Background: an optimization exercise with open tools, aiming at small area, a short achievable clock period and few clock cycles per item. Do not read the settings as production practice. At most, simulation tests tie the RTL to the original design; equivalence was not proved.

Design alu, start of the top module:
module alu (
	output reg [31:0] result,
	output cout,
	output done,
	input [31:0] ain,
	input [31:0] bin,
	input [2:0] alu_op,
	input
		cin,
		start,
		CLK,
		reset
);
For scale: roughly 2,100 cells after synthesis, roughly 110 I/O pins, about 0.016 mm^2 of cells after synthesis.
Settings: LEC_CHECK=0, ABC_CLOCK_PERIOD_IN_PS=8000, CAP_MARGIN=20, CORE_MARGIN=2, CORE_UTILIZATION=40, SETUP_SLACK_MARGIN=2.5, SLEW_MARGIN=20; clock period 11.0 ns.
run.sh (not shown) runs the stock make flow with config.mk's settings and CLKGATE_MAP_FILE= SYNTH_SCRIPT=/design/flow/synth_recipe.tcl, a recipe that flattens the netlist after the stock synthesis.
Edit:
==> flow/flow/run.sh (new file) <==
#!/bin/bash
export BUFFER_PORTS_ARGS="-buffer_cell sky130_fd_sc_hd__buf_1"
bash standard.sh > standard.log 2>&1
==> flow/standard.sh (new file) <==
#!/bin/bash
# synth_recipe.tcl (not shown) runs the flow's synth.tcl, then flattens the netlist and writes it again
# the make line also repeats each setting of config.mk as NAME=value (left out here)
make -C /OpenROAD-flow-scripts/flow DESIGN_CONFIG=/design/flow/config.mk WORK_HOME=/design/flow/orfs CLKGATE_MAP_FILE= SYNTH_SCRIPT=/design/flow/synth_recipe.tcl "${@:-finish}"
--- a/flow/config.mk
+++ b/flow/config.mk
@@ -7,7 +7,9 @@
 export LEC_CHECK = 0
-export ABC_CLOCK_PERIOD_IN_PS = 8000
+export ABC_AREA = 1
 export CAP_MARGIN = 20
 export CORE_MARGIN = 2
-export CORE_UTILIZATION = 40
-export SETUP_SLACK_MARGIN = 2.5
+export CORE_UTILIZATION = 60
+export CTS_BUF_LIST = sky130_fd_sc_hd__clkbuf_8
+export SETUP_SLACK_MARGIN = 3.3
 export SLEW_MARGIN = 20
+export TNS_END_PERCENT = 10
removed: flow/run.sh
Outcome: Clock-buffer cell count decreases by 1; synthesized area drops by 2.5%; critical path depth is lower by 7; wire length falls by 16%; via count falls by 0.89%; flip-flop and latch count stays the same.
Edit:
--- a/flow/config.mk
+++ b/flow/config.mk
@@ -12,3 +12,3 @@
 export CTS_BUF_LIST = sky130_fd_sc_hd__clkbuf_8
-export SETUP_SLACK_MARGIN = 3.3
+export SETUP_SLACK_MARGIN = 2.6
 export SLEW_MARGIN = 20
=> Global-route usage decreases by 1.1 points; non-clock buffer count goes down by 32; utilization falls by 3.5 points.
Edit:
==> flow/run.sh (new file) <==
#!/bin/bash
# synth_recipe.tcl (not shown) runs the flow's synth.tcl, then flattens the netlist and writes it again
# the make line also repeats each setting of config.mk as NAME=value (left out here)
make -C /OpenROAD-flow-scripts/flow DESIGN_CONFIG=/design/flow/config.mk WORK_HOME=/design/flow/orfs CLKGATE_MAP_FILE= SYNTH_SCRIPT=/design/flow/synth_recipe.tcl finish
--- a/flow/config.mk
+++ b/flow/config.mk
@@ -11,5 +11,3 @@
 export CORE_UTILIZATION = 60
-export CTS_BUF_LIST = sky130_fd_sc_hd__clkbuf_8
-export SETUP_SLACK_MARGIN = 2.6
+export SETUP_SLACK_MARGIN = 2.5
 export SLEW_MARGIN = 20
-export TNS_END_PERCENT = 10
removed: flow/flow/run.sh
removed: flow/standard.sh
Result: The new run passed the timing, DRC and antenna checks. Via count is higher by 2.4%. Worst setup slack is worse by 180 ps. Wire length goes up by 3.4%. Hold slack hardly moves. Design area came out higher by 5.2%.
No functional check of the RTL was part of any run of this note.

* * *

Another version of the RTL of alu (not shown whole).
Size: about 72 flip-flops, about 110 I/O pins.
Settings: LEC_CHECK=0, ABC_AREA=1, CAP_MARGIN=20, CORE_MARGIN=2, CORE_UTILIZATION=60, CTS_BUF_LIST=sky130_fd_sc_hd__clkbuf_8, SETUP_SLACK_MARGIN=3.0, SLEW_MARGIN=20, TNS_END_PERCENT=10; clock period 11.0 ns.
standard.sh (not shown) runs the stock make flow with config.mk's settings and CLKGATE_MAP_FILE= SYNTH_SCRIPT=/design/flow/synth_recipe.tcl, a recipe that flattens the netlist after the stock synthesis.
==> flow/flow/run.sh <==
#!/bin/bash
export BUFFER_PORTS_ARGS="-buffer_cell sky130_fd_sc_hd__buf_1"
bash standard.sh > standard.log 2>&1
Testbench counts at the start, summed over its fixed seeds: cycles 3,717, items 1,200.
Rerun with:
SETUP_SLACK_MARGIN = 3.3   (was 3.0)
Result: Final area came out higher by 2.4%; setup slack gets better by 0.24 ns; sequential share of layout area came out lower by 0.31 points; critical path depth came out lower by 10; via count came out higher by 1.7%; cell count came out higher by 0.86%; area after synthesis does not change; clock-buffer cell count does not change; wire length came out higher by 1.9%.
Rerun with:
SETUP_SLACK_MARGIN = 3.6   (was 3.3)
Outcome: The changed run finished clean. Wire length is higher by 2.4%. Die area is unchanged. Area after synthesis stays the same. Non-clock buffer count climbs by 19. Maximum frequency goes up by 2.7%.

* * *

Another version of the RTL of alu (not shown whole).
Size: about 72 flip-flops, roughly 110 I/O pins.
// alu
module alu (
	output reg [31:0] result,
	output cout,
	output done,
	input [31:0] ain,
	input [31:0] bin,
	input [2:0] alu_op,
	input
		cin,
		start,
		CLK,
		reset
);
	wire [31:0] sum, diff, rem;
	wire nb;
	wire lt = ~nb;
	add32 add1 (.a(ain), .b(bin), .ci(cin), .s(sum), .co(cout));
	sub32 sub1 (.a(ain), .b(bin), .ci(1'b1), .s(diff), .co(nb));
	mod mod1 (
		.res(rem),
		.done(done),
		.ain(ain),
		.bin(bin),
		.lt(lt),
		.diff(diff),
		.start(start),
		.CLK(CLK),
		.reset(reset)
	);
	always @(*)
		case (alu_op)
			3'd0: result = ain & bin;
			3'd1: result = ain | bin;
			3'd2: result = ain ^ bin;
			3'd3: result = ~(ain | bin);
			3'd4: result = {31'b0, lt};
			3'd5: result = sum;
			3'd6: result = diff;
			default: result = rem;
		endcase
endmodule
export LEC_CHECK = 0
export ABC_AREA = 1
export CAP_MARGIN = 20
export CORE_MARGIN = 2
export CORE_UTILIZATION = 60
export CTS_BUF_LIST = sky130_fd_sc_hd__clkbuf_8
export SETUP_SLACK_MARGIN = 2.2
export SLEW_MARGIN = 20
export TNS_END_PERCENT = 10
create_clock -name core_clock -period 11.0 [get_ports {CLK}]
Scripts as last shown in full above: flow/flow/run.sh
Testbench counts at the start, summed over its fixed seeds: cycles 3,717, items 1,200.
Edit:
--- a/flow/config.mk
+++ b/flow/config.mk
@@ -10,6 +10,4 @@
 export CORE_MARGIN = 2
 export CORE_UTILIZATION = 60
-export CTS_BUF_LIST = sky130_fd_sc_hd__clkbuf_8
-export SETUP_SLACK_MARGIN = 2.2
+export SETUP_SLACK_MARGIN = 3.3
 export SLEW_MARGIN = 20
-export TNS_END_PERCENT = 10
After rerunning:
- The changed run completed without violations
- routed wire length came out higher by 6.1%
- flip-flop and latch count stays the same
- die area does not change
- final area came out higher by 11%
- fmax came out higher by 11%
- synthesized cell count is unchanged
- count of clock-buffer cells in the layout does not change
Edit:
==> flow/run.sh (new file) <==
#!/bin/bash
# synth_recipe.tcl (not shown) runs the flow's synth.tcl, then flattens the netlist and writes it again
# the make line also repeats each setting of config.mk as NAME=value (left out here)
make -C /OpenROAD-flow-scripts/flow DESIGN_CONFIG=/design/flow/config.mk WORK_HOME=/design/flow/orfs CLKGATE_MAP_FILE= SYNTH_SCRIPT=/design/flow/synth_recipe.tcl finish
--- a/flow/config.mk
+++ b/flow/config.mk
@@ -6,8 +6,8 @@
 export NUM_CORES = 4
 export LEC_CHECK = 0
-export ABC_AREA = 1
+export ABC_CLOCK_PERIOD_IN_PS = 7500
 export CAP_MARGIN = 20
 export CORE_MARGIN = 2
-export CORE_UTILIZATION = 60
+export CORE_UTILIZATION = 40
 export SETUP_SLACK_MARGIN = 3.3
 export SLEW_MARGIN = 20
removed: flow/flow/run.sh
removed: flow/standard.sh
Outcome:
- synthesized cell count drops by 1.5%
- final area increases by 12%
- final cell count went up by 6.2%
- hold slack improved by 19 ps
- clock-buffer cell count came out higher by 3
- flip-flop and latch count is unchanged
- sequential share of layout area went down by 1.3 points
- wire length came out higher by 15%
- register-to-register slack improves by 30 ps
- via count went up by 2.9%
Edit:
--- a/flow/config.mk
+++ b/flow/config.mk
@@ -6,8 +6,9 @@
 export NUM_CORES = 4
 export LEC_CHECK = 0
-export ABC_CLOCK_PERIOD_IN_PS = 7500
+export ABC_AREA = 1
 export CAP_MARGIN = 20
 export CORE_MARGIN = 2
-export CORE_UTILIZATION = 40
+export CORE_UTILIZATION = 60
 export SETUP_SLACK_MARGIN = 3.3
 export SLEW_MARGIN = 20
+export TNS_END_PERCENT = 10
What happened: The changed run produced a clean layout; worst setup slack stays flat; routed wire length is lower by 11%; area after synthesis is lower by 7.8%; count of clock-buffer cells in the layout is lower by 2; design area is lower by 9.7%; via count is lower by 3.2%; hold slack got worse by 13 ps; die area is lower by 38%; core utilization is higher by 24 points; sequential share of layout area is higher by 1.2 points.

-- port drivers added, routing unchanged --
The flow's constraints put no driver on any port. The routed layouts listed below were extracted and timed again, unchanged, in two steps.
Step 1 assumes that a clkbuf_16 drives the clock port and a buf_2 every other input.
Step 2 times the ports against the registers' clock, not the clock port: input delays grow and output delays shrink by t, the midpoint of the rising clock arrivals with the driver on.
a / b / c = no drivers / after step 1 / after step 2; a / b = the first two.
| run | t, ns | setup WS [ns] | worst setup path after step 2 | worst slew at a driven data input, ns | cell pins on the clock port's net |
|---|---|---|---|---|---|
| the first run of note 1 | 0.405 | 2.271 / 2.271 / 2.242 | input to register | 0.06 | 1 |
| the second run of note 1 | 0.423 | 3.198 / 3.137 / 3.137 | input to output | 0.08 | 1 |
| the third run of note 1 | 0.417 | 2.805 / 2.782 / 2.686 | input to register | 0.08 | 1 |
| the fourth run of note 1 | 0.404 | 2.627 / 2.602 / 2.602 | input to output | 0.05 | 1 |
| the first run of note 2 | 0.442 | 3.078 / 3.053 / 2.941 | input to register | 0.05 | 1 |
| the second run of note 2 | 0.433 | 3.321 / 3.292 / 3.292 | input to output | 0.05 | 1 |
| the third run of note 2 | 0.440 | 3.522 / 3.495 / 3.495 | input to output | 0.05 | 1 |
| the first run of note 3 | 0.426 | 2.279 / 2.256 / 2.256 | input to output | 0.03 | 1 |
| the second run of note 3 | 0.402 | 3.162 / 3.127 / 3.127 | input to output | 0.07 | 1 |
| the third run of note 3 | 0.393 | 3.075 / 3.043 / 3.043 | input to output | 0.06 | 1 |
| the fourth run of note 3 | 0.405 | 3.078 / 3.042 / 3.042 | input to output | 0.07 | 1 |
After both steps every run listed still meets setup and hold. The setup slack of the first run of note 2, which loses most, moves by -0.025 ns with the drivers and by -0.137 ns with both steps.
